What follows belongs to an exercise in optimizing a design on an open flow for small area and a short achievable clock period; a production flow would make more cautious choices. Where RTL was checked, it was by simulation tests only, not by an equivalence proof against the original. Power and IR drop assume default switching activity.

## CS
module CS(Y, X, reset, clk);
input clk, reset;
input [7:0] X;
output [9:0] Y;
reg [7:0] w [1:9];      
reg [9:1] v;            
reg [7:0] M;            
reg [3:0] R;            
reg [35:0] g;           
function integer idx;   
    input integer i, j;
    idx = (i - 1) * 9 - (i * (i - 1)) / 2 + (j - i) - 1;
endfunction
function [8:0] divmod9;
    input [7:0] v;
    reg [4:0] q;
    reg [7:0] r;
    begin
        q = v / 9;
        r = v - q * 9;
        divmod9 = {q, r[3:0]};
    end
endfunction
wire [7:0] x9 = v[9] ? w[9] : 8'd0;
wire [4:0] qx, q9;
wire [3:0] rx, r9;
assign {qx, rx} = divmod9(X);
assign {q9, r9} = divmod9(x9);
wire signed [5:0] t = $signed({2'b0, R}) + $signed({2'b0, rx}) - $signed({2'b0, r9});
wire t_neg = t[5];
wire t_big = !t[5] && (t >= 6'sd9);
wire [3:0] R_nxt = t_neg ? t[3:0] + 4'd9 : t_big ? t[3:0] - 4'd9 : t[3:0];
wire [7:0] M_nxt = M - {3'd0, q9} + {3'd0, qx} + {{7{t_neg}}, t_neg | t_big};
reg [35:0] G;           
reg [8:0] q, sel;
reg [7:0] A;
integer i, j;
always @* begin
    G = g;
    for (j = 2; j <= 9; j = j + 1) G[idx(1, j)] = (w[1] >= w[j]);
    for (i = 1; i <= 9; i = i + 1) q[i-1] = v[i] & (w[i] <= M);
    for (i = 1; i <= 9; i = i + 1) begin
        sel[i-1] = q[i-1];
        for (j = 1; j <= 9; j = j + 1)
            if (j < i) sel[i-1] = sel[i-1] & (~q[j-1] | ~G[idx(j, i)]);
            else if (j > i) sel[i-1] = sel[i-1] & (~q[j-1] | G[idx(i, j)]);
    end
    A = 8'd0;
    for (i = 1; i <= 9; i = i + 1) A = A | (w[i] & {8{sel[i-1]}});
end
wire [8:0] U = {1'b0, M} + {1'b0, A};
wire [9:0] T = {1'b0, U} + {6'd0, R};
  ...
Size: roughly 1200 cells after synthesis, about 120 flip-flops, roughly 20 I/O pins.
==> flow/config.mk <==
export PLATFORM = sky130hd
export DESIGN_NAME = CS
export DESIGN_NICKNAME = CS
export VERILOG_FILES = /design/flow/design.v
export SDC_FILE = /design/flow/constraint.sdc
export NUM_CORES = 4
export LEC_CHECK = 0
export CAP_MARGIN = 20
export CORE_MARGIN = 2
export CORE_UTILIZATION = 40
export SLEW_MARGIN = 20
==> flow/constraint.sdc <==
create_clock -name core_clock -period 16.0 [get_ports {clk}]
set_input_delay 3.2000 -clock core_clock [delete_from_list [all_inputs] [get_ports {clk}]]
set_output_delay 3.2000 -clock core_clock [all_outputs]
set_load 0.01 [all_outputs]
standard.sh (not shown) runs the stock make flow with config.mk's settings and CLKGATE_MAP_FILE= SYNTH_SCRIPT=/design/flow/synth_recipe.tcl, a recipe that flattens the netlist after the stock synthesis.
==> flow/flow/run.sh <==
#!/bin/bash
# Own layout flow: the standard ORFS flow (standard.sh), with
#  - synthesis mapped by an area-oriented ABC script (flow/abc.script) and
#    without extracting full/half-adder cells,
#  - a setup margin so that repair_timing aims below the clock period.
# Each step's full output goes to its own log file in this folder.
set -uo pipefail
SYNTH_VARS="ABC_AREA=1 ADDER_MAP_FILE= ABC_CLOCK_PERIOD_IN_PS=5000"
LAYOUT_VARS="SETUP_SLACK_MARGIN=6"
rm -rf myscripts
cp -r "$FLOW_HOME/scripts" myscripts
cp flow/abc.script myscripts/abc_area.script
bash standard.sh SCRIPTS_DIR="$PWD/myscripts" $SYNTH_VARS synth > synth.log 2>&1 || exit 1
bash standard.sh $LAYOUT_VARS finish > layout.log 2>&1 || exit 1
==> flow/flow/abc.script <==
&get -n
&st
&dch
&nf
&st
&syn2
&if -g -K 6
&synch2
&nf
&st
&syn2
&if -g -K 6
&synch2
&nf
&st
&syn2
&if -g -K 6
&synch2
&nf
&st
&syn2
&if -g -K 6
&synch2
&nf
&st
&syn2
&if -g -K 6
&synch2
&nf
&put
buffer -c
topo
stime -c
upsize -c
dnsize -c
Rerun with:
==> flow/flow/abc.script (replaced) <==
strash
dch
map -a
topo
stime -c
buffer -c
upsize -c
dnsize -c
Die area falls by about 24%.
Core utilization rises by 3.9 points.
Cell area falls by about 20%.
Non-clock buffer count rises by 19.
Wire length falls by about 30%.
Combinational power rises by about 9%.
Power rises by about 3.3%.
Clock-buffer cell count stays the same.
Function was not checked in any run of this note: the RTL went through the layout flow alone.

Another version of the RTL of CS (not shown whole).
For scale: roughly 130 flip-flops, about 0.0082 mm² of cells after synthesis.
## CS
module CS(Y, X, reset, clk);
input clk, reset;
input [7:0] X;
output [9:0] Y;
reg [7:0] w [1:9];      
reg [9:1] v;            
reg [11:0] S;           
reg [9:1] sel;          
reg [35:0] g;           
function integer idx;   
    input integer i, j;
    idx = (i - 1) * 9 - (i * (i - 1)) / 2 + (j - i) - 1;
endfunction
wire [7:0] x9 = v[9] ? w[9] : 8'd0;
wire [11:0] P = S - {4'd0, x9};               
wire [11:0] S_nxt = P + {4'd0, X};
wire [9:1] v_nxt = reset ? 9'd0 : {v[8:1], 1'b1};
wire [7:0] wn [1:9];    
assign wn[1] = X;
genvar gi, gj;
generate
    for (gi = 2; gi <= 9; gi = gi + 1) begin : shift
        assign wn[gi] = w[gi-1];
    end
endgenerate
wire [9:1] q_nxt;       
wire [35:0] g_nxt;      
wire [9:1] sel_nxt;
generate
    assign q_nxt[1] = v_nxt[1] & ({1'b0, X, 3'd0} <= {1'b0, P});
    for (gi = 2; gi <= 9; gi = gi + 1) begin : qual
        wire [11:0] w9x = {1'b0, wn[gi], 3'd0} + {4'd0, wn[gi]};
        assign q_nxt[gi] = v_nxt[gi] & (w9x <= S_nxt);
    end
    for (gj = 2; gj <= 9; gj = gj + 1) begin : order_new
        assign g_nxt[idx(1, gj)] = (X >= w[gj-1]);
    end
    for (gi = 1; gi <= 7; gi = gi + 1) begin : order_old
        for (gj = gi + 1; gj <= 8; gj = gj + 1) begin : pair
            assign g_nxt[idx(gi + 1, gj + 1)] = g[idx(gi, gj)];
        end
    end
    for (gi = 1; gi <= 9; gi = gi + 1) begin : pick
        wire [9:1] ok;
        for (gj = 1; gj <= 9; gj = gj + 1) begin : other
            if (gj < gi) begin : older
                assign ok[gj] = ~q_nxt[gj] | ~g_nxt[idx(gj, gi)];
            end else if (gj > gi) begin : newer
                assign ok[gj] = ~q_nxt[gj] | g_nxt[idx(gi, gj)];
            end else begin : self
                assign ok[gj] = q_nxt[gj];
            end
        end
        assign sel_nxt[gi] = &ok;
    end
endgenerate
integer k2;
always @(posedge clk) begin
    if (reset) S <= 12'd0;
    else S <= S_nxt;
    v <= v_nxt;
    sel <= sel_nxt;
    g <= g_nxt;
    for (k2 = 1; k2 <= 9; k2 = k2 + 1) w[k2] <= wn[k2];
end
reg [7:0] A;
integer m;
always @* begin
    A = 8'd0;
    for (m = 1; m <= 9; m = m + 1) A = A | (w[m] & {8{sel[m]}});
end
wire [12:0] YS = {1'b0, S} + {2'b0, A, 3'd0} + {5'd0, A};
assign Y = YS[12:3];
endmodule
==> flow/config.mk <==
export PLATFORM = sky130hd
export DESIGN_NAME = CS
export DESIGN_NICKNAME = CS
export VERILOG_FILES = /design/flow/design.v
export SDC_FILE = /design/flow/constraint.sdc
export NUM_CORES = 4
export LEC_CHECK = 0
export CAP_MARGIN = 20
export CORE_MARGIN = 2
export CORE_UTILIZATION = 40
export SLEW_MARGIN = 20
==> flow/constraint.sdc <==
create_clock -name core_clock -period 16.0 [get_ports {clk}]
set_input_delay 3.2000 -clock core_clock [delete_from_list [all_inputs] [get_ports {clk}]]
set_output_delay 3.2000 -clock core_clock [all_outputs]
set_load 0.01 [all_outputs]
==> flow/flow/run.sh <==
#!/bin/bash
# Own layout flow: the standard ORFS flow (standard.sh), with
#  - synthesis mapped by an area-oriented ABC script (flow/abc.script) and
#    without extracting full/half-adder cells,
#  - a setup margin so that repair_timing aims below the clock period.
# Each step's full output goes to its own log file in this folder.
set -uo pipefail
SYNTH_VARS="ABC_AREA=1 ADDER_MAP_FILE= ABC_CLOCK_PERIOD_IN_PS=5000"
LAYOUT_VARS=(SETUP_SLACK_MARGIN=7.5 "BUFFER_PORTS_ARGS=-buffer_cell sky130_fd_sc_hd__buf_2" "CTS_ARGS=-sink_clustering_enable -repair_clock_nets -dont_use_dummy_load -sink_clustering_size 30 -sink_clustering_max_diameter 100 -buf_list sky130_fd_sc_hd__clkbuf_8 -root_buf sky130_fd_sc_hd__clkbuf_16")
rm -rf myscripts
cp -r "$FLOW_HOME/scripts" myscripts
cp flow/abc.script myscripts/abc_area.script
bash standard.sh SCRIPTS_DIR="$PWD/myscripts" $SYNTH_VARS synth > synth.log 2>&1 || exit 1
bash standard.sh "${LAYOUT_VARS[@]}" finish > layout.log 2>&1 || exit 1
==> flow/flow/abc.script <==
strash
dc2
dch -f
map -a
topo
stime -c
buffer -c
upsize -c
dnsize -c
The first run completed with no timing, DRC or antenna violations.
Then changed:
--- a/flow/flow/run.sh
+++ b/flow/flow/run.sh
@@ -7,5 +7,5 @@
 set -uo pipefail
 SYNTH_VARS="ABC_AREA=1 ADDER_MAP_FILE= ABC_CLOCK_PERIOD_IN_PS=5000"
-LAYOUT_VARS=(SETUP_SLACK_MARGIN=7.5 "BUFFER_PORTS_ARGS=-buffer_cell sky130_fd_sc_hd__buf_2" "CTS_ARGS=-sink_clustering_enable -repair_clock_nets -dont_use_dummy_load -sink_clustering_size 30 -sink_clustering_max_diameter 100 -buf_list sky130_fd_sc_hd__clkbuf_8 -root_buf sky130_fd_sc_hd__clkbuf_16")
+LAYOUT_VARS=(SETUP_SLACK_MARGIN=8.5 CORE_UTILIZATION=65 PLACE_DENSITY=0.75 GPL_TIMING_DRIVEN=1 "BUFFER_PORTS_ARGS=-buffer_cell sky130_fd_sc_hd__buf_2" "CTS_ARGS=-sink_clustering_enable -repair_clock_nets -dont_use_dummy_load -sink_clustering_size 30 -sink_clustering_max_diameter 100 -buf_list sky130_fd_sc_hd__clkbuf_8 -root_buf sky130_fd_sc_hd__clkbuf_16")
 rm -rf myscripts
 cp -r "$FLOW_HOME/scripts" myscripts
Sequential share of layout area came out higher by 0.17 points.
Count of clock-buffer cells in the layout is unchanged.
Flip-flop and latch count stays the same.
First-iteration DRC count came out higher by about 30%.
Worst setup slack is better by 500 ps.
Wire length decreases by about 4.4%.
Cell area came out lower by 0.57%.
Global-route usage rises by 14 points.
Via count came out higher by 1.8%.
Synthesized area is unchanged.
Then changed:
--- a/flow/flow/run.sh
+++ b/flow/flow/run.sh
@@ -7,5 +7,5 @@
 set -uo pipefail
 SYNTH_VARS="ABC_AREA=1 ADDER_MAP_FILE= ABC_CLOCK_PERIOD_IN_PS=5000"
-LAYOUT_VARS=(SETUP_SLACK_MARGIN=8.5 CORE_UTILIZATION=65 PLACE_DENSITY=0.75 GPL_TIMING_DRIVEN=1 "BUFFER_PORTS_ARGS=-buffer_cell sky130_fd_sc_hd__buf_2" "CTS_ARGS=-sink_clustering_enable -repair_clock_nets -dont_use_dummy_load -sink_clustering_size 30 -sink_clustering_max_diameter 100 -buf_list sky130_fd_sc_hd__clkbuf_8 -root_buf sky130_fd_sc_hd__clkbuf_16")
+LAYOUT_VARS=(SETUP_SLACK_MARGIN=8.5 "BUFFER_PORTS_ARGS=-buffer_cell sky130_fd_sc_hd__buf_2" "CTS_ARGS=-sink_clustering_enable -repair_clock_nets -dont_use_dummy_load -sink_clustering_size 30 -sink_clustering_max_diameter 100 -buf_list sky130_fd_sc_hd__clkbuf_8 -root_buf sky130_fd_sc_hd__clkbuf_16")
 rm -rf myscripts
 cp -r "$FLOW_HOME/scripts" myscripts
Outcome: Clock power grows by about 2%. Routed wire length grows by 4.4%. Global-route usage shrinks by 14 points. Count of clock-buffer cells in the layout does not change. Worst hold slack loses 5.3 ps. Sequential share of layout area shrinks by 0.34 points. Final cell count grows by 7.0%. Total power shrinks by 0.73%. Final area grows by 1.2%. Die area grows by 60%. Utilization shrinks by 26 points.
Then changed:
--- a/flow/flow/run.sh
+++ b/flow/flow/run.sh
@@ -7,5 +7,5 @@
 set -uo pipefail
 SYNTH_VARS="ABC_AREA=1 ADDER_MAP_FILE= ABC_CLOCK_PERIOD_IN_PS=5000"
-LAYOUT_VARS=(SETUP_SLACK_MARGIN=8.5 "BUFFER_PORTS_ARGS=-buffer_cell sky130_fd_sc_hd__buf_2" "CTS_ARGS=-sink_clustering_enable -repair_clock_nets -dont_use_dummy_load -sink_clustering_size 30 -sink_clustering_max_diameter 100 -buf_list sky130_fd_sc_hd__clkbuf_8 -root_buf sky130_fd_sc_hd__clkbuf_16")
+LAYOUT_VARS=(SETUP_SLACK_MARGIN=8.5 CORE_UTILIZATION=65 PLACE_DENSITY=0.75 "BUFFER_PORTS_ARGS=-buffer_cell sky130_fd_sc_hd__buf_2" "CTS_ARGS=-sink_clustering_enable -repair_clock_nets -dont_use_dummy_load -sink_clustering_size 30 -sink_clustering_max_diameter 100 -buf_list sky130_fd_sc_hd__clkbuf_8 -root_buf sky130_fd_sc_hd__clkbuf_16")
 rm -rf myscripts
 cp -r "$FLOW_HOME/scripts" myscripts
Effect: Clock skew barely changes; first-iteration DRC count is higher by 23%; sequential share of layout area is higher by 0.34 points; design area is lower by 1.1%; maximum frequency is lower by 0.82%; die area is lower by 38%; clock-buffer cell count stays the same; via count is higher by 2.2%.
Then changed:
--- a/flow/flow/run.sh
+++ b/flow/flow/run.sh
@@ -7,5 +7,5 @@
 set -uo pipefail
 SYNTH_VARS="ABC_AREA=1 ADDER_MAP_FILE= ABC_CLOCK_PERIOD_IN_PS=5000"
-LAYOUT_VARS=(SETUP_SLACK_MARGIN=8.5 CORE_UTILIZATION=65 PLACE_DENSITY=0.75 "BUFFER_PORTS_ARGS=-buffer_cell sky130_fd_sc_hd__buf_2" "CTS_ARGS=-sink_clustering_enable -repair_clock_nets -dont_use_dummy_load -sink_clustering_size 30 -sink_clustering_max_diameter 100 -buf_list sky130_fd_sc_hd__clkbuf_8 -root_buf sky130_fd_sc_hd__clkbuf_16")
+LAYOUT_VARS=(SETUP_SLACK_MARGIN=8.5 "BUFFER_PORTS_ARGS=-buffer_cell sky130_fd_sc_hd__buf_2" "CTS_ARGS=-sink_clustering_enable -repair_clock_nets -dont_use_dummy_load -sink_clustering_size 30 -sink_clustering_max_diameter 100 -buf_list sky130_fd_sc_hd__clkbuf_8 -root_buf sky130_fd_sc_hd__clkbuf_16")
 rm -rf myscripts
 cp -r "$FLOW_HOME/scripts" myscripts
==> flow/flow/abc.script (replaced) <==
strash
dc2
dch -f
map -a
topo
Effect: The changed run finished with timing, DRC and antenna clean; routed wire length increases by about 5%; setup slack is worse by 84 ps; worst hold slack got worse by 7.3 ps; critical path depth went up by 11; maximum frequency is lower by about 1.2%; non-clock buffer count rose by 21; sequential share of layout area goes down by 0.64 points; final area increases by about 2.3%; utilization fell by 24 points.
Then changed:
--- a/flow/flow/run.sh
+++ b/flow/flow/run.sh
@@ -7,5 +7,5 @@
 set -uo pipefail
 SYNTH_VARS="ABC_AREA=1 ADDER_MAP_FILE= ABC_CLOCK_PERIOD_IN_PS=5000"
-LAYOUT_VARS=(SETUP_SLACK_MARGIN=8.5 "BUFFER_PORTS_ARGS=-buffer_cell sky130_fd_sc_hd__buf_2" "CTS_ARGS=-sink_clustering_enable -repair_clock_nets -dont_use_dummy_load -sink_clustering_size 30 -sink_clustering_max_diameter 100 -buf_list sky130_fd_sc_hd__clkbuf_8 -root_buf sky130_fd_sc_hd__clkbuf_16")
+LAYOUT_VARS=(SETUP_SLACK_MARGIN=9.5 "BUFFER_PORTS_ARGS=-buffer_cell sky130_fd_sc_hd__buf_2" "CTS_ARGS=-sink_clustering_enable -repair_clock_nets -dont_use_dummy_load -sink_clustering_size 30 -sink_clustering_max_diameter 100 -buf_list sky130_fd_sc_hd__clkbuf_8 -root_buf sky130_fd_sc_hd__clkbuf_16")
 rm -rf myscripts
 cp -r "$FLOW_HOME/scripts" myscripts
==> flow/flow/abc.script (replaced) <==
strash
dc2
dch -f
map -a
topo
stime -c
buffer -c
upsize -c
dnsize -c
Result:
- global-route usage decreases by 0.49 points
- worst hold slack hardly moves
- clock skew goes up by 3.8 ps

-- what the ideal ports hide --
The flow's constraints put no driver on any port. The routed layouts listed below were extracted and timed again, unchanged, in two steps.
Step 1, drivers: a clkbuf_16 drives clk and a buf_2 each remaining input, both assumed.
Step 2, shift: input delay + t, output delay - t, t = (earliest + latest rising clock arrival at the registers) / 2. This alone moves slack from input paths to output paths.
a / b / c = ideal ports / drivers / drivers and shift; a / b = the first two.
run | t, ns | slack for setup (ns) | latest minus earliest clock arrival (ns) | slew at the worst register clock pin (ns)
the first run of note 1 | 0.475 | 5.838 / 5.793 / 6.005 | 0.015 / 0.016 | 0.07 / 0.07
the second run of note 1 | 0.463 | 6.124 / 6.081 / 5.964 | 0.010 / 0.011 | 0.06 / 0.06
the first run of note 2 | 0.421 | 8.398 / 8.354 / 8.676 | 0.021 / 0.020 | 0.08 / 0.08
the second run of note 2 | 0.414 | 8.899 / 8.857 / 8.660 | 0.019 / 0.019 | 0.07 / 0.07
the third run of note 2 | 0.418 | 8.957 / 8.914 / 8.704 | 0.020 / 0.020 | 0.08 / 0.08
the fourth run of note 2 | 0.414 | 8.899 / 8.857 / 8.660 | 0.019 / 0.019 | 0.07 / 0.07
the fifth run of note 2 | 0.413 | 8.815 / 8.796 / 8.424 | 0.030 / 0.030 | 0.09 / 0.09
the sixth run of note 2 | 0.418 | 9.412 / 9.364 / 8.997 | 0.033 / 0.034 | 0.09 / 0.09
After both steps setup and hold are still met in every run listed. The setup slack of the sixth run of note 2, which loses most, moves by -0.048 ns with the drivers and by -0.415 ns with both steps.
